From an optimization exercise on the open Yosys and OpenROAD flow, aimed at small area; shortcuts taken in it are not production practice. In this exercise RTL edits were held to simulation tests only and were not proved equivalent to the original. No run shown here takes its clock network from TritonCTS; it comes from the design's own scripts or RTL. The flow treats the clock pin as an ideal source. Dropping or thinning the clock tree relies on that and would not hold on a real chip. Power figures rest on the tool's default switching activity, not on a simulated workload.

File: design/flow/config.mk
export PLATFORM = sky130hd
export DESIGN_NAME = VM
export DESIGN_NICKNAME = VM
export VERILOG_FILES = /design/flow/design.v
export SDC_FILE = /design/flow/constraint.sdc
export NUM_CORES = 4
export LEC_CHECK = 0
export ABC_AREA = 1
export CAP_MARGIN = 20
export CORE_MARGIN = 2
export CORE_UTILIZATION = 60
export SLEW_MARGIN = 20
File: design/flow/constraint.sdc
create_clock -name core_clock -period 10.0 [get_ports {clk}]
set_input_delay 2.0000 -clock core_clock [delete_from_list [all_inputs] [get_ports {clk}]]
set_output_delay 2.0000 -clock core_clock [all_outputs]
set_load 0.01 [all_outputs]
File: design/flow/design.v
module VM(one_yuan, ten_yuan, clk, rst, cancel, buy_g1, buy_g2, on, occupy, get_good, ret_coin, good1, good2, AN, seg_out, status, reset);
input one_yuan;
input ten_yuan;
input clk;
input rst;
input cancel;
input buy_g1;
input buy_g2;
input reset;
output on;
output occupy;
output get_good;
output ret_coin;
output reg good1;
output reg good2;
output reg [7:0] AN;
output reg [7:0] seg_out;
output [3:0] status;
localparam S_off=4'd0, S0=4'd1, S1=4'd2, S2=4'd3, S3=4'd4, S4=4'd5, S5=4'd6, S6=4'd7, S_wait=4'd8;
reg [3:0] q;
wire [3:0] st = {q[3] & ~q[1] & ~q[0], q[2] & (~q[3] | q[1]), q[1], q[0] & ~(q[3] & q[2] & ~q[1])};
wire v = q[3] & (q[2:0] != 3'b000);
reg [2:0] s1, s2;         
reg jam;                  
reg [8:0] cnt;
wire op_start = cnt[0];
wire ptype = cnt[4];
reg [6:0] amt_q;
wire [7:0] amt = {amt_q[6] | amt_q[5], amt_q};
reg ce;                   
assign status = st;
wire in_w = st[3];
wire in_off = ~st[3] & (st[2:0] == 3'd0);
wire in_s0 = (st[2:0] == 3'd1);
wire in_s1 = (st[2:0] == 3'd2);
wire in_s2 = (st[2:0] == 3'd3);
wire in_s3 = (st[2:0] == 3'd4);
wire in_s4 = (st[2:0] == 3'd5);
wire in_s5 = (st[2:0] == 3'd6);
wire in_s6 = (st[2:0] == 3'd7);
assign on = ~(in_off | in_s0) | v;
assign occupy = ~(in_off | in_s0 | in_s1) | (in_s1 & v);
assign get_good = (in_s5 & v) | (in_w & ~v);
assign ret_coin = in_w & v;
wire s1z = (s1 == 0);
wire s2z = (s2 == 0);
wire ge5 = (|amt[7:3]) | (amt[2] & (amt[1] | amt[0]));
wire ge10 = (|amt[7:4]) | (amt[3] & (amt[2] | amt[1]));
wire ok1 = ge5 & ~s1z;
wire ok2 = ge10 & ~s2z;
wire done = cnt[8] & cnt[7] & cnt[5] & cnt[4] & cnt[3] & cnt[1] & cnt[0];
wire [8:0] cnt_step = {cnt[7:0], ~(cnt[8] ^ cnt[3])};
wire buy1 = ~jam & buy_g1 & (in_s2 | in_s4);
wire buy2 = ~jam & buy_g2 & (in_s3 | in_s4);
wire buy = buy1 | buy2;
wire pend = (in_s5 & ~v) | (in_s6 & v);
wire buy_cancel = buy & cancel;
reg [3:0] nst;
reg nv;
always @* begin
  if (in_w) begin
    nst = done ? (v ? S0 : S1) : S_wait;
    nv = v | done;
  end else
  case (st[2:0])
    3'd0: begin nst = rst ? S0 : S_off; nv = 1'b0; end
    3'd1: begin
      nst = op_start ? S1 : (rst ? S0 : S_off);
      nv = ~op_start;
    end
    3'd2: begin
      if (!rst || cancel) nst = S6;
      else if (ok1 && ok2) nst = S4;
      else if (ok1) nst = S2;
      else if (ok2) nst = S3;
      else nst = S1;
      nv = rst & ~cancel;
    end
    3'd3: begin
      if (cancel) nst = S6;
      else if (buy1) nst = S5;
      else if (!rst) nst = S6;
      else if (ok2) nst = S4;
      else nst = S2;
      nv = buy_cancel;
    end
    3'd4: begin
      if (cancel) nst = S6;
      else if (buy2) nst = S5;
      else if (!rst) nst = S6;
      else nst = S3;
      nv = buy_cancel;
    end
    3'd5: begin
      if (cancel) nst = S6;
      else if (buy) nst = S5;
      else if (!rst) nst = S6;
      else nst = S4;
      nv = buy_cancel;
    end
    3'd6: begin
      nst = (buy_g1 && buy_g2) ? S5 : S_wait;
      nv = buy_g1 & buy_g2;
    end
    default: begin nst = S_wait; nv = 1'b1; end
  endcase
end
always @(posedge clk)
  cnt <= (in_w && !done) ? cnt_step : {4'b0111, buy1, 3'b111, in_s0 & (op_start | (amt != 0))};
always @(posedge clk) begin
  if (reset) begin
    q <= 4'b0000;
    s1 <= 3'd5;
    s2 <= 3'd5;
    jam <= 1'b0;
    good1 <= 1'b0;
    good2 <= 1'b0;
  end else begin
    if (nst == S_wait) q <= {1'b1, nv, 2'b00};
    else if (nst == S_off) q <= {nv, nv, 1'b0, nv};
    else if (nst == S2 || nst == S3 || nst == S4) q <= nst;
    else q <= {nv, nst[2:0]};
    s1 <= s1 - buy1;
    s2 <= s2 - buy2;
    if (buy_cancel) jam <= 1'b1;
    good1 <= in_s2 | in_s4 | (in_s5 & good1) | (in_w & ~v & (done ? good1 : ok1));
    good2 <= in_s3 | in_s4 | (in_s5 & good2) | (in_w & ~v & (done ? good2 : ok2));
  end
end
wire le28 = ~(|amt[7:5]) & ~(amt[4] & amt[3] & amt[2] & (amt[1] | amt[0]));
wire le10 = ~(|amt[7:4]) & ~(amt[3] & (amt[2] | (amt[1] & amt[0])));
wire add2 = !ce && one_yuan && le28;
wire add20 = !ce && !one_yuan && ten_yuan && le10;
wire [7:0] amt_p2 = {3'b000, amt[4:1] + 4'd1, amt[0]};
wire [7:0] amt_p20 = {4'b0001, amt[3:2] + 2'd1, amt[1:0]};
wire [7:0] amt_sub = amt - (ptype ? 8'd5 : 8'd10);
always @(posedge clk) begin
  if (reset) begin
    amt_q <= 7'd0;
    ce <= 1'b0;
  end else begin
    ce <= one_yuan | ten_yuan;
    if (!rst || cancel) amt_q <= 7'd0;
    else if (pend) amt_q <= amt_sub[6:0];
    else if (add2) amt_q <= amt_p2[6:0];
    else if (add20) amt_q <= amt_p20[6:0];
  end
end
reg [6:0] div;            
wire div_jump = (div[5:0] == 6'b011100);
reg [2:0] sp;
reg [2:0] rl;
reg rh;
wire [3:0] r = {rh, rl};
wire [4:0] data_q = {r[0] & ~(r[1] ^ r[2]), r[2] & r[1], r[2:0]};
wire [4:0] cq = {r[3], r[2] & r[1], r[2:0]};
reg [4:0] code;
always @(posedge clk) begin
  if (reset) begin
    div <= 7'd115;
    sp <= 3'd7;
    rl <= 3'b111;
  end else begin
    div <= {div[5:0], ~(div[6] ^ div[0]) ^ div_jump};
    if (div_jump) sp <= sp + 3'd1;
    rl <= (sp <= 3'd1) ? code[2:0] : dl;
  end
end
always @(posedge clk)
  rh <= code[4];
wire hi = (|amt[7:5]) | (amt[4] & (amt[3] | amt[2]));
wire [4:0] dig = hi ? amt[5:1] - 5'd10 : amt[5:1];
always @* begin
  if (!rst) AN = 8'h00;
  else if (occupy)
    case (sp)
      3'd0: AN = 8'b11111110;
      3'd1: AN = 8'b11111101;
      3'd2: AN = 8'b11111011;
      default: AN = 8'hff;
    endcase
  else
    case (sp)
      3'd0: AN = 8'b11110111;
      3'd1: AN = 8'b11101111;
      3'd2: AN = 8'b11011111;
      3'd3: AN = 8'b10111111;
      3'd4: AN = 8'b01111111;
      default: AN = 8'hff;
    endcase
end
wire dig_ok = ~dig[3] | ~(dig[2] | dig[1]) | (&dig);
reg [2:0] dl;
always @* begin
  code = 5'b11111;
  dl = 3'b111;
  if (rst) begin
    if (!occupy) begin
      case (sp)
        3'd0: code = 5'b10000;                  
        3'd1, 3'd2: code = 5'b11110;            
        3'd3: code = 5'b11011;                  
        3'd4: code = 5'b11100;                  
        default:
          case (r[2:0])
            3'b010: code = 5'b11110;
            3'b011: code = 5'b11011;
            3'b100: code = 5'b11100;
            default: code = 5'b11111;
          endcase
      endcase
      dl = (sp <= 3'd4) ? sp : r[2:0];
    end else begin
      case (sp)
        3'd0: code = {2'b10, amt[0], 1'b0, amt[0]};
        3'd1: code = dig_ok ? dig : cq;
        3'd2: code = hi ? 5'b10001 : 5'b11111;
        default: code = data_q;
      endcase
      dl = (sp == 3'd2) ? code[2:0] : r[2:0];
    end
  end
end
always @* begin
  seg_out[7] = code[4];
  case (code[3:0])
    4'd0: seg_out[6:0] = 7'b1000000;
    4'd1: seg_out[6:0] = 7'b1111001;
    4'd2: seg_out[6:0] = 7'b0100100;
    4'd3: seg_out[6:0] = 7'b0110000;
    4'd4: seg_out[6:0] = 7'b0011001;
    4'd5: seg_out[6:0] = 7'b0010010;
    4'd6: seg_out[6:0] = 7'b0000010;
    4'd7: seg_out[6:0] = 7'b1111000;
    4'd8: seg_out[6:0] = 7'b0000000;
    4'd9: seg_out[6:0] = 7'b0010000;
    4'd10: seg_out[6:0] = 7'b0000110;    
    4'd11: seg_out[6:0] = 7'b0000110;
    4'd12: seg_out[6:0] = 7'b0001001;
    4'd13: seg_out[6:0] = 7'b0010011;
    4'd14: seg_out[6:0] = 7'b1000111;
    default: seg_out[6:0] = 7'b1111111;
  endcase
end
endmodule
File: design/flow/flow/run.sh
#!/bin/bash
# Layout flow: the standard synthesis (standard.sh synth, unchanged), then
# the combinational logic between the registers is mapped again by ABC for
# area, from several random seeds, keeping the smallest netlist (registers,
# their names and cell types are untouched), then the standard ORFS layout
# (standard.sh) with the smallest port buffers and a clock tree of one level of
# clock buffers driven by the clock port (flow/cts_pre.tcl).
# Logs: log_1_synth.log, log_2_resynth_*.log, log_2_resynth_pick.log,
# log_3_layout.log here, and ORFS's own logs under orfs/logs.
set -euo pipefail
W=$(pwd)
R=$W/orfs/results/$FLOW_PLATFORM/VM/base
L=$W/orfs/logs/$FLOW_PLATFORM/VM/base
LIB=$FLOW_HOME/platforms/sky130hd/lib/sky130_fd_sc_hd__tt_025C_1v80.lib

# 1. standard synthesis
bash standard.sh synth > $W/log_1_synth.log 2>&1

# 2. remap the combinational logic
cp $R/1_2_yosys.v $W/std_synth.v
python3 $W/flow/mkcells.py $LIB $W/std_synth.v $W/cells.v
DONTUSE=$(grep -o -- '-dont_use [A-Za-z0-9_]*' $L/1_2_yosys.log | sort -u | tr '\n' ' ')
# ABC is run from 3 * NUM_CORES different random seeds, NUM_CORES at a time;
# the netlist with the smallest cell area is kept.
NPAR=${NUM_CORES:-4}
NRUN=$((3 * NPAR))
for k in $(seq 1 $NRUN); do
  sed -e "s/@S1@/$k/" -e "s/@S2@/$((k + 20))/" -e "s/@S3@/$((k + 40))/" -e "s/@S4@/$((k + 60))/" $W/flow/abc.script.in > $W/abc_$k.script
  cat > $W/resynth_$k.ys <<EOT
read_verilog $W/cells.v
read_verilog $W/std_synth.v
hierarchy -top $FLOW_TOP
flatten
hierarchy -top $FLOW_TOP
rename -hide w:*.*
techmap
opt -fast
opt_clean -purge
stat -liberty $LIB
abc -liberty $LIB $DONTUSE -script $W/abc_$k.script
splitnets
opt_clean -purge
hilomap -singleton -hicell sky130_fd_sc_hd__conb_1 HI -locell sky130_fd_sc_hd__conb_1 LO
insbuf -buf sky130_fd_sc_hd__buf_1 A X
tee -o $W/resynth_$k.stat stat -liberty $LIB
check
write_verilog -noattr -noexpr -nohex -nodec $W/resynth_$k.v
EOT
  yosys -l $W/log_2_resynth_$k.log $W/resynth_$k.ys > /dev/null 2>&1 &
  if (( k % NPAR == 0 )); then wait; fi
done
wait
BEST=""
BESTA=""
for k in $(seq 1 $NRUN); do
  A=$(grep 'Chip area' $W/resynth_$k.stat | awk '{print $NF}' || true)
  echo "resynth $k: area $A" >> $W/log_2_resynth_pick.log
  if [[ -n "$A" && -s $W/resynth_$k.v ]]; then
    if [[ -z "$BESTA" ]] || awk -v a="$A" -v b="$BESTA" 'BEGIN { exit !(a < b) }'; then
      BEST=$k
      BESTA=$A
    fi
  fi
done
echo "picked $BEST ($BESTA)" >> $W/log_2_resynth_pick.log
cp $W/resynth_$BEST.v $W/resynth.v
cp $W/resynth.v $R/1_2_yosys.v
rm -f $R/1_synth.odb $R/1_synth.sdc
touch $R/1_2_yosys.v

# 3. layout
export FLOW_CLOCK_BUFFER=sky130_fd_sc_hd__clkbuf_16
export FLOW_CLOCK_GROUPS=2
bash standard.sh \
  "BUFFER_PORTS_ARGS=-buffer_cell sky130_fd_sc_hd__buf_1" \
  "PRE_CTS_TCL=$W/flow/cts_pre.tcl" \
  finish > $W/log_3_layout.log 2>&1
File: design/flow/flow/abc.script.in
&get -n
&deepsyn -T 60 -S @S1@
&put
dch -f
amap
&get -n
&deepsyn -T 60 -S @S2@
&put
dch -f
amap
&get -n
&deepsyn -T 60 -S @S3@
&put
dch -f
amap
&get -n
&deepsyn -T 60 -S @S4@
&put
dch -f
amap
File: design/flow/flow/cts_pre.tcl
# Clock tree for this small design: the registers are split by position into
# FLOW_CLOCK_GROUPS groups (k-means on their locations) and the clock port
# drives one clock buffer per group, placed at the group's centre, which drives
# that group's register clock pins. This replaces clock_tree_synthesis.
proc clock_tree_synthesis { args } {
  set block [ord::get_db_block]
  set dbu [$block getDbUnitsPerMicron]
  set k $::env(FLOW_CLOCK_GROUPS)
  set pins {}
  foreach iterm [[$block findNet clk] getITerms] {
    set box [[$iterm getInst] getBBox]
    lappend pins [list $iterm [expr { ([$box xMin] + [$box xMax]) / 2.0 / $dbu }] \
      [expr { ([$box yMin] + [$box yMax]) / 2.0 / $dbu }]]
  }
  set pins [lsort -real -index 1 $pins]
  set n [llength $pins]
  # start from k slices along x, then refine with k-means
  set cent {}
  for { set g 0 } { $g < $k } { incr g } {
    set p [lindex $pins [expr { int(($g + 0.5) * $n / $k) }]]
    lappend cent [list [lindex $p 1] [lindex $p 2]]
  }
  for { set it 0 } { $it < 20 } { incr it } {
    set assign {}
    foreach p $pins {
      set best 0
      set bd 1e30
      for { set g 0 } { $g < $k } { incr g } {
        set c [lindex $cent $g]
        set d [expr { abs([lindex $p 1] - [lindex $c 0]) + abs([lindex $p 2] - [lindex $c 1]) }]
        if { $d < $bd } { set bd $d; set best $g }
      }
      lappend assign $best
    }
    set newc {}
    for { set g 0 } { $g < $k } { incr g } {
      set sx 0; set sy 0; set m 0
      foreach p $pins a $assign {
        if { $a == $g } { set sx [expr { $sx + [lindex $p 1] }]; set sy [expr { $sy + [lindex $p 2] }]; incr m }
      }
      if { $m > 0 } { lappend newc [list [expr { $sx / $m }] [expr { $sy / $m }]] } else { lappend newc [lindex $cent $g] }
    }
    set cent $newc
  }
  for { set g 0 } { $g < $k } { incr g } {
    set loads {}
    foreach p $pins a $assign {
      if { $a == $g } {
        set iterm [lindex $p 0]
        lappend loads [get_pins "[[$iterm getInst] getName]/[[$iterm getMTerm] getName]"]
      }
    }
    if { [llength $loads] == 0 } { continue }
    set c [lindex $cent $g]
    puts "clock buffer $g: [llength $loads] clock pins at ($c)"
    insert_buffer -buffer_cell $::env(FLOW_CLOCK_BUFFER) -net clk -load_pins $loads \
      -location $c -buffer_name clkbuf_$g -net_name clknet_$g
  }
  set clk_net [$block findNet clk]
  $clk_net setSigType CLOCK
  foreach iterm [$clk_net getITerms] {
    foreach o [[$iterm getInst] getITerms] {
      if { [$o isOutputSignal] } { [$o getNet] setSigType CLOCK }
    }
  }
  set_propagated_clock [all_clocks]
}
File: design/flow/flow/mkcells.py
# Emit Verilog models of the sky130hd combinational cells used in a netlist,
# and blackbox stubs for its flip-flops, from the Liberty file.
import re, sys
lib = open(sys.argv[1]).read()
net = open(sys.argv[2]).read()
used = sorted(set(re.findall(r'\b(sky130_fd_sc_hd__\w+)\s+\S+\s*\(', net)))
def cellblock(name):
    i = lib.index('cell ("%s")' % name) if ('cell ("%s")' % name) in lib else lib.index('cell (%s)' % name)
    depth = 0; j = lib.index('{', i)
    k = j
    while True:
        if lib[k] == '{': depth += 1
        elif lib[k] == '}':
            depth -= 1
            if depth == 0: break
        k += 1
    return lib[j:k]
def conv(f):
    f = f.replace('!', '~').replace('+', '|').replace('*', '&')
    # implicit AND by space between operands
    f = re.sub(r'(?<=[\w)])\s+(?=[\w(~])', ' & ', f.strip())
    return f
out = []
for c in used:
    b = cellblock(c)
    pins = re.findall(r'pin\s*\(\s*"?(\w+)"?\s*\)\s*\{(.*?)\n\s{8}\}', b, re.S)
    if 'ff (' in b or 'ff(' in b or 'latch' in b:
        ins = []; outs = []
        for p, body in re.findall(r'pin\s*\(\s*"?(\w+)"?\s*\)\s*\{(.*?)direction\s*:\s*"?(\w+)', b, re.S) and [] or []:
            pass
        dirs = re.findall(r'pin\s*\(\s*"?(\w+)"?\s*\)\s*\{[^{}]*?direction\s*:\s*"?(\w+)"?', b, re.S)
        ports = [p for p, d in dirs]
        decl = ''.join(f"  {'input' if d=='input' else 'output'} {p};\n" for p, d in dirs)
        out.append(f"(* blackbox *)\nmodule {c}({', '.join(ports)});\n{decl}endmodule\n")
        continue
    dirs = re.findall(r'pin\s*\(\s*"?(\w+)"?\s*\)\s*\{[^{}]*?direction\s*:\s*"?(\w+)"?', b, re.S)
    funcs = dict(re.findall(r'pin\s*\(\s*"?(\w+)"?\s*\)\s*\{[^{}]*?function\s*:\s*"([^"]*)"', b, re.S))
    ports = [p for p, d in dirs]
    body = ''
    for p, d in dirs:
        body += f"  {'input' if d=='input' else 'output'} {p};\n"
    for p, d in dirs:
        if d == 'output':
            body += f"  assign {p} = {conv(funcs[p])};\n"
    out.append(f"module {c}({', '.join(ports)});\n{body}endmodule\n")
open(sys.argv[3], 'w').write('\n'.join(out))
File: design/flow/standard.sh
#!/bin/bash
# synth_recipe.tcl (not shown) runs the flow's synth.tcl, then flattens the netlist and writes it again
# the make line also repeats each setting of config.mk as NAME=value (left out here)
make -C /OpenROAD-flow-scripts/flow DESIGN_CONFIG=/design/flow/config.mk WORK_HOME=/design/flow/orfs CLKGATE_MAP_FILE= SYNTH_SCRIPT=/design/flow/synth_recipe.tcl "${@:-finish}"
==> run notes, run 1 <==
* Final setup fails at 0
* Iteration count of the initial detailed-routing pass at 5
* Die area at between 0.004 and 0.005 mm^2
* Vias in the first global route at ~2000
* Vias per cell at approximately 5.9
* Hold path cells at 1
* Pwr dens at around 200 mW/mm^2
* Register-to-register setup slack at ~6.6 ns
* Die width at 64.7 um
* Skew-Pair Late Insertion Delay at about 0.16 ns
* Max cap viols at 0
* Cells after Synth at 315
* RR Startpoint: q[2]$_SDFF_PP0_
* RePlAce Congestion at approximately 1
* Crit Path Class: flip-flop to output pin
* Delay-heaviest family, CP: compound AO/OA/AOI/OAI gates
* Final std cells w/o fill at 398
* Row count at 22
* Reg2Reg Depth at 10
* CP max-delay cell: nand4_1
* Post-CTS Setup Repair Bufs at 0
* Avg WL per Cell at 13.5 um
* Result of the run: timing/DRC/antenna clean
* First-pass GRT wire length at 8830 um
* Hold endpoint: cnt[3]$_SDFF_PN1_
* Relative slew slack at between 30% and 40%
* Layout cells sized above 1 at less than 1%
* Diodes inserted at 0
* Actual slew at the worst max-slew pin at approximately 0.9 ns
* Period utilisation layout at between 60% and 70%
* HPWL Detailed at roughly 4100 um
* Io pins at 34
* Placed Cells at between 300 and 400
* Buf/Inv on CP at 3
* Synth Cell Area at 0.00221 mm^2
* GR Util All Layers at between 20 and 30%
* Grt total ovfl at 0
* CP endpoint kind: output pin
* R2r endpoint: rl[0]$_SDFFE_PP1P_
* DRC errors left at 0
* Hold Crit Class: flip-flop to flip-flop
* Hold Vio Cnt, Final at 0
* Area after DPL at between 0.002 and 0.0025 mm^2
* Drt first-iter violations at around 250
* Clock Skews at roughly 0.017 ns
* Avg Inst Size Synth at 7.03 um^2
* Critical path peak fanout at 13
* Crit start category: flip-flop
* Post-CTS Hold Buffers at 0
* CP Depth at 15
* Vias at approximately 2300
* Port Buffers at 33
* Area of the multi-input gates at 0.00118 mm^2
* Crit path launch: q[1]$_SDFF_PP0_
* Fin Setup TNS at 0 ns
* Maximum vdd drop at ~0.00014 V
* Initial Util at 61.4%
* Sequential Area at between 800 and 900 um^2
* Most used cell along the critical path: o21ai_0
* Largest net degree at the start of global routing at 26
* Fmax at between 0.15 and 0.2 GHz
* CP max stage delay at between 0.5 and 0.6 ns
* Resize count post-CTS at 0
* RSZ-0062 raised after global routing: no
* Yosys warning total at 1
* Post-route antenna net violation count at 0
* Fin nets at 360
* Cell Chain, Critical Path: nor2_1, clkinv_1, nor2_1, o21ai_0, nand4_1, nor3_1, nor3_1, o32ai_1, o21ai_0, nor2_1, o21ai_0, o21ai_0, clkinv_1, o22a_1, buf_1
* Worst hold start: cnt[2]$_SDFF_PN1_
* Area grow syn2layout at 10.8%
* Routed WL at 5370 um
* Antenna violations before repair at 0
* Min Clock Period, post-route at ~6.0 ns
* CTS clk-pin slew, worst paths at approximately 0.09 ns
* Core area at around 0.0036 mm^2
* Net Count, Synth at roughly 320
* Fin. max-slew vios at 0
* Fill count at roughly 320
* Die Ht at between 60 and 70 um
* Post-route cell area at 0.00245 mm^2
* Critical Path AT at approximately 4.0 ns
* Req. time, crit path at approximately 8.0 ns
* Leak at 0.000845 uW
==> per-stage QoR <==
step	setup slack, ns	util (%)	power [uW]	hold slack, ns
floorplan	4.72	-	343	0.394
global route	3.48	68.0	510	0.454
global placement	4.27	66.6	395	0.398
finish	3.97	68.0	479	0.429
detailed placement	4.02	66.6	397	0.403
CTS	3.84	68.0	476	0.426
==> power by group <==
group          leakage (uW)  switching, uW  internal, uW
Sequential         0.000359           19.3           197
Combinational      0.000461            123          58.8
Clock             0.0000246           44.5          36.6
Total              0.000845            186           292
==> registers in the layout (all words and copies together), names as in the netlist <==
register / count
amt_q: 7
ce: 1
cnt: 9
div: 7
good1: 1
good2: 1
jam: 1
q: 4
rh: 1
rl: 3
s1: 3
s2: 3
sp: 3
==> layer usage <==
metal | vias up | GRT usage (%) | routed length (um)
li1 | 1178 | - | -
met1 | 1042 | 35.6 | 2450
met2 | 103 | 43.3 | 2520
met3 | 9 | 1.04 | 308
met4 | 0 | 6.12 | 84
met5 | - | 0 | 0
==> worst max path at each step <==
| stage | end | slack [ns] |
|---|---|---|
| after global placement | seg_out[0] | 4.27 |
| after CTS | seg_out[4] | 3.84 |
| after floorplan | seg_out[0] | 4.72 |
| after detailed placement | seg_out[4] | 4.02 |
| after global routing | seg_out[0] | 3.48 |
| final | seg_out[0] | 3.97 |
==> final cells by class, clock buffers not listed <==
type | instances | area share [%]
multi-input cells | 229 | 48.0
inverters | 41 | 6.28
well taps | 48 | 2.45
flip-flops and latches | 44 | 35.9
repair buffers | 34 | 5.36
==> cells in the final DEF (no fill, tap or decap), types with 4 or more instances in the layout <==
| cell | n |
|---|---|
| nand2_1 | 24 |
| or3_1 | 5 |
| buf_1 | 33 |
| clkinv_1 | 41 |
| a211oi_1 | 5 |
| o22ai_1 | 8 |
| or2_0 | 9 |
| a31oi_1 | 4 |
| nor3_1 | 17 |
| o21ai_0 | 27 |
| dfxtp_1 | 44 |
| nor2b_1 | 4 |
| a21oi_1 | 18 |
| nor2_1 | 70 |
| nand3_1 | 4 |
==> worst reg2reg max path: cells and delay by family (launching register included) <==
kind	cells	cell delay [ns]
simple gates	5	1.33
compound gates	2	1.10
buf+inv	3	0.57
flops	1	0.39
==> run 2, diff against run 1 <==
--- a/design/flow/flow/run.sh
+++ b/design/flow/flow/run.sh
@@ -22,6 +22,6 @@
 DONTUSE=$(grep -o -- '-dont_use [A-Za-z0-9_]*' $L/1_2_yosys.log | sort -u | tr '\n' ' ')
-# ABC is run from 3 * NUM_CORES different random seeds, NUM_CORES at a time;
+# ABC is run from 2 * NUM_CORES different random seeds, NUM_CORES at a time;
 # the netlist with the smallest cell area is kept.
 NPAR=${NUM_CORES:-4}
-NRUN=$((3 * NPAR))
+NRUN=$((2 * NPAR))
 for k in $(seq 1 $NRUN); do
@@ -71,4 +71,4 @@
 # 3. layout
-export FLOW_CLOCK_BUFFER=sky130_fd_sc_hd__clkbuf_16
-export FLOW_CLOCK_GROUPS=2
+export FLOW_CLOCK_CHOICES='{sky130_fd_sc_hd__clkbuf_8 3} {sky130_fd_sc_hd__clkbuf_16 2}'
+export FLOW_CLOCK_MAX_SLEW=0.110
 bash standard.sh \
--- a/design/flow/flow/cts_pre.tcl
+++ b/design/flow/flow/cts_pre.tcl
@@ -1,9 +1,53 @@
 # Clock tree for this small design: the registers are split by position into
-# FLOW_CLOCK_GROUPS groups (k-means on their locations) and the clock port
-# drives one clock buffer per group, placed at the group's centre, which drives
-# that group's register clock pins. This replaces clock_tree_synthesis.
+# k groups (k-means on their locations) and the clock port drives one clock
+# buffer per group, placed at the group's centre, which drives that group's
+# register clock pins. This replaces clock_tree_synthesis.
+# The smallest choice in FLOW_CLOCK_CHOICES ("buffer groups" pairs) whose
+# largest clock-pin slew, estimated from placement in a trial run of its own,
+# is at most FLOW_CLOCK_MAX_SLEW (ns) is used; else the last choice.
+set ::my_cts_script [file normalize [info script]]
+
+proc my_clock_trial { buf k } {
+  set t $::env(RESULTS_DIR)/cts_trial_${k}_$buf.tcl
+  set f [open $t w]
+  foreach lib $::env(LIB_FILES) { puts $f "read_liberty $lib" }
+  puts $f "read_db $::env(RESULTS_DIR)/3_place.odb"
+  puts $f "read_sdc $::env(RESULTS_DIR)/3_place.sdc"
+  puts $f "source $::env(PLATFORM_DIR)/setRC.tcl"
+  puts $f "source $::my_cts_script"
+  puts $f "my_clock_tree $buf $k"
+  puts $f "detailed_placement"
+  puts $f "estimate_parasitics -placement"
+  puts $f {set sl 0}
+  puts $f {foreach p [get_pins -hierarchical */CLK] { set x [get_property $p slew_max]; if { $x > $sl } { set sl $x } }}
+  puts $f {puts "FLOW_MAXSLEW $sl"}
+  close $f
+  set exe openroad
+  if { [info exists ::env(OPENROAD_EXE)] } { set exe $::env(OPENROAD_EXE) }
+  set out [exec $exe -no_init -exit $t 2>@1]
+  set fl [open $::env(RESULTS_DIR)/cts_trial_${k}_$buf.log w]
+  puts $fl $out
+  close $fl
+  if { [regexp {FLOW_MAXSLEW ([0-9.eE+-]+)} $out -> sl] } { return $sl }
+  return 1e9
+}
+
 proc clock_tree_synthesis { args } {
+  set choices $::env(FLOW_CLOCK_CHOICES)
+  set pick [lindex $choices end]
+  foreach c [lrange $choices 0 end-1] {
+    set sl [my_clock_trial [lindex $c 0] [lindex $c 1]]
+    puts "clock tree trial $c: largest clock-pin slew $sl ns"
+    if { $sl <= $::env(FLOW_CLOCK_MAX_SLEW) } {
+      set pick $c
+      break
+    }
+  }
+  puts "clock tree: $pick"
+  my_clock_tree [lindex $pick 0] [lindex $pick 1]
+}
+
+proc my_clock_tree { buffer k } {
   set block [ord::get_db_block]
   set dbu [$block getDbUnitsPerMicron]
-  set k $::env(FLOW_CLOCK_GROUPS)
   set pins {}
@@ -55,3 +99,3 @@
     puts "clock buffer $g: [llength $loads] clock pins at ($c)"
-    insert_buffer -buffer_cell $::env(FLOW_CLOCK_BUFFER) -net clk -load_pins $loads \
+    insert_buffer -buffer_cell $buffer -net clk -load_pins $loads \
       -location $c -buffer_name clkbuf_$g -net_name clknet_$g
==> run 2 against run 1 <==
Against the previous run:
- clock skew is 0.0088 ns lower
- first-iteration DRC count is 17% lower
- still clean on timing, DRC and antenna
- via count is 0.69% higher
- largest cell class unchanged
- cell count is 0.25% higher
- critical path type unchanged
- flip-flop and latch count stayed put
==> run notes, run 2 <==
* Result of the run: timing/DRC/antenna clean
* Avg Inst Size Synth at 7.03 um^2 (unchanged)
* Crit start category: flip-flop
* Core area at 0.00361 mm^2 (unchanged)
* Area grow syn2layout at 10.4%
* DRT met1 WL at 2430 um (-1.1%)
* Critical Path AT at 4.05 ns (+0.02 ns)
* First-pass GRT wire length at 8850 um (+0.31%)
* Met2 wire len at 2450 um (-2.8%)
* Iteration count of the initial detailed-routing pass at 5 (unchanged)
* Req. time, crit path at 8.00 ns (about the same)
* DRC errors left at 0 (unchanged)
* GR Util All Layers at 25.5% (+0.037 points)
* Final setup fails at 0 (unchanged)
* Fin Setup TNS at 0 ns (unchanged)
* Period utilisation layout at 60.5% (+0.19 points)
* Die Ht at 64.7 um (unchanged)
* CP endpoint kind: output pin
* Setup ws final at 3.95 ns (-0.0190 ns)
* Layout cells sized above 1 at 1.14% (+0.28 points)
* Row count at 22 (unchanged)
* Vias at 2348 (+0.69%)
* Maximum vdd drop at 0.000164 V (+19%)
* Post-CTS Hold Buffers at 0 (unchanged)
* Register-to-register setup slack at 6.54 ns (-0.02 ns)
* Biggest register: cnt
* DR top layer: met4
* Diodes inserted at 0 (unchanged)
* Min Clock Period, post-route at 6.05 ns (+0.0190 ns)
* Hold Vio Cnt, Final at 0 (unchanged)
* Die area at 0.00419 mm^2 (unchanged)
* Largest net degree at the start of global routing at 23 (-12%)
* Largest registers: cnt x9, amt_q x7, div x7
* Routed WL at 5320 um (-0.84%)
* Port Buffers at 33 (unchanged)
* Crit path to: seg_out[0]
* Crit path launch: q[1]$_SDFF_PP0_
* Hold Crit Class: flip-flop to flip-flop
* Post-CTS Setup Repair Bufs at 0 (unchanged)
* Synth Cell Area at 0.00221 mm^2 (unchanged)
* Net Count, Synth at 323 (unchanged)
* Reg2Reg Depth at 10 (unchanged)
* Crit Path Class: flip-flop to output pin
* Leak at 0.000842 uW (-0.36%)
* Resize count post-CTS at 0 (unchanged)
* Antenna violations before repair at 0 (unchanged)
* Fill count at 321 (+1.9%)
* Max reg flops at 9 (unchanged)
* Commonest non-fill, non-tap cells in the layout: nor2_1 (70), dfxtp_1 (44), clkinv_1 (41), buf_1 (33), o21ai_0 (27)
* Io pins at 34 (unchanged)
* Vias in the first global route at 2038 (+0.69%)
* Final core utilization at 67.8% (-0.24 points)
* Grt total ovfl at 0 (unchanged)
* CTS clk-pin slew, worst paths at 0.10 ns (about the same)
* Yosys warning total at 1 (unchanged)
* Met3 wire length at 351 um (+14%)
* Vias per cell at 5.88 (+0.43%)
* Fin. max-slew vios at 0 (unchanged)
* Final std cells w/o fill at 399 (+0.25%)
* Area of the multi-input gates at 0.00118 mm^2 (unchanged)
* Drt first-iter violations at 204 (-17%)
* Relative slew slack at 37.6% (-2.0 points)
* Fin nets at 361 (+0.28%)
* Avg WL per Cell at 13.3 um (-1.1%)
* Placed Cells at 396 (unchanged)
* Die width at 64.7 um (unchanged)
* Fmax at 0.165 GHz (-0.31%)
* RR Startpoint: q[2]$_SDFF_PP0_
* Clock Skews at 0.00799 ns (-0.00880 ns)
* Initial Util at 61.4% (unchanged)
* Area after DPL at 0.00240 mm^2 (unchanged)
* Skew-Pair Late Insertion Delay at 0.15 ns (about the same)
* Pwr dens at 192 mW/mm^2 (-1.6%)
* RePlAce Congestion at 0.971 (unchanged)
* HPWL Detailed at 4130 um (unchanged)
* Cells after Synth at 315 (unchanged)
* Sequential Area at 881 um^2 (unchanged)
* RSZ-0062 raised after global routing: no
* Actual slew at the worst max-slew pin at 0.934 ns (+0.0305 ns)
* R2r endpoint: rl[0]$_SDFFE_PP1P_
* Max cap viols at 0 (unchanged)
* Post-route cell area at 0.00244 mm^2 (-0.36%)
* Critical path peak fanout at 13 (unchanged)
* Post-route antenna net violation count at 0 (unchanged)
* Pre-CTS WS at 4.02 ns (unchanged)
* Commonest non-fill, non-tap cell in the layout: nor2_1
run 2: per-layer routing:
metal  vias to the layer above  track usage, %
li1                       1176               -
met2                       107            43.0
met5                         -               0
met3                        13            1.56
met1                      1052            35.5
met4                         0            6.38
run 2: worst max-delay path, stage by stage (launching register included):
cell      delay (ns)
dfxtp_1         0.46
nor2_1          0.13
clkinv_1        0.09
nor2_1          0.09
o21ai_0         0.34
nand4_1         0.52
nor3_1          0.47
nor3_1          0.08
o32ai_1         0.48
o21ai_0         0.28
nor2_1          0.18
o21ai_0         0.11
o21ai_0         0.15
clkinv_1        0.16
o22a_1          0.24
buf_1           0.13
run 2: how the worst min path moves through the flow:
stage                                 start                 to  slack (ns)  cells after the start
after floorplan           cnt[2]$_SDFF_PN1_  cnt[3]$_SDFF_PN1_        0.39                      1
after global placement    cnt[2]$_SDFF_PN1_  cnt[3]$_SDFF_PN1_        0.40                      1
after global routing      div[2]$_SDFF_PP0_  div[3]$_SDFF_PP0_        0.46                      2
final                     cnt[2]$_SDFF_PN1_  cnt[3]$_SDFF_PN1_        0.43                      1
after CTS                 cnt[2]$_SDFF_PN1_  cnt[3]$_SDFF_PN1_        0.43                      1
after detailed placement  cnt[2]$_SDFF_PN1_  cnt[3]$_SDFF_PN1_        0.40                      1
run 2: layout make-up, clock buffers not listed:
| cell class | instances | share of cell area, % |
|---|---|---|
| sequential | 44 | 36.0 |
| multi-input combinational | 229 | 48.1 |
| timing repair buffer | 34 | 5.38 |
| inverter | 41 | 6.30 |
| tap | 48 | 2.46 |
run 2: where the power goes:
group | total [uW] | switching, uW | internal (uW)
Sequential | 216 | 19.2 | 197
Combinational | 181 | 122 | 58.8
Clock | 72.3 | 44.5 | 27.7
Total | 469 | 186 | 283
run 2: metrics by stage:
step / power [uW] / hold slack [ns]
after floorplan: 343 / 0.394
final: 469 / 0.430
after global placement: 395 / 0.398
after CTS: 467 / 0.427
after global routing: 501 / 0.456
after detailed placement: 397 / 0.403

==> static timing again, ports no longer ideal <==
No port has a modelled driver above. Below, the same layouts with a new extraction and two added sets of constraints.
Step 1, drivers: a clkbuf_16 drives clk and a buf_2 each remaining input, both assumed.
Step 2 moves the port delays by t, midway between the first and last clock arrival at a register: inputs arrive t later, outputs are due t later. That takes back most of the time a late clock gives input paths.
Three values: ideal, step 1, step 2; two values: the first two.
| run | shift t [ns] | setup WS [ns] | worst setup path at the end |
|---|---|---|---|
| run 1 | 0.196 | 3.969 / 3.922 / 4.107 | input to output |
| run 2 | 0.197 | 3.950 / 3.903 / 4.100 | register to output |
After both steps every run listed still meets setup and hold.
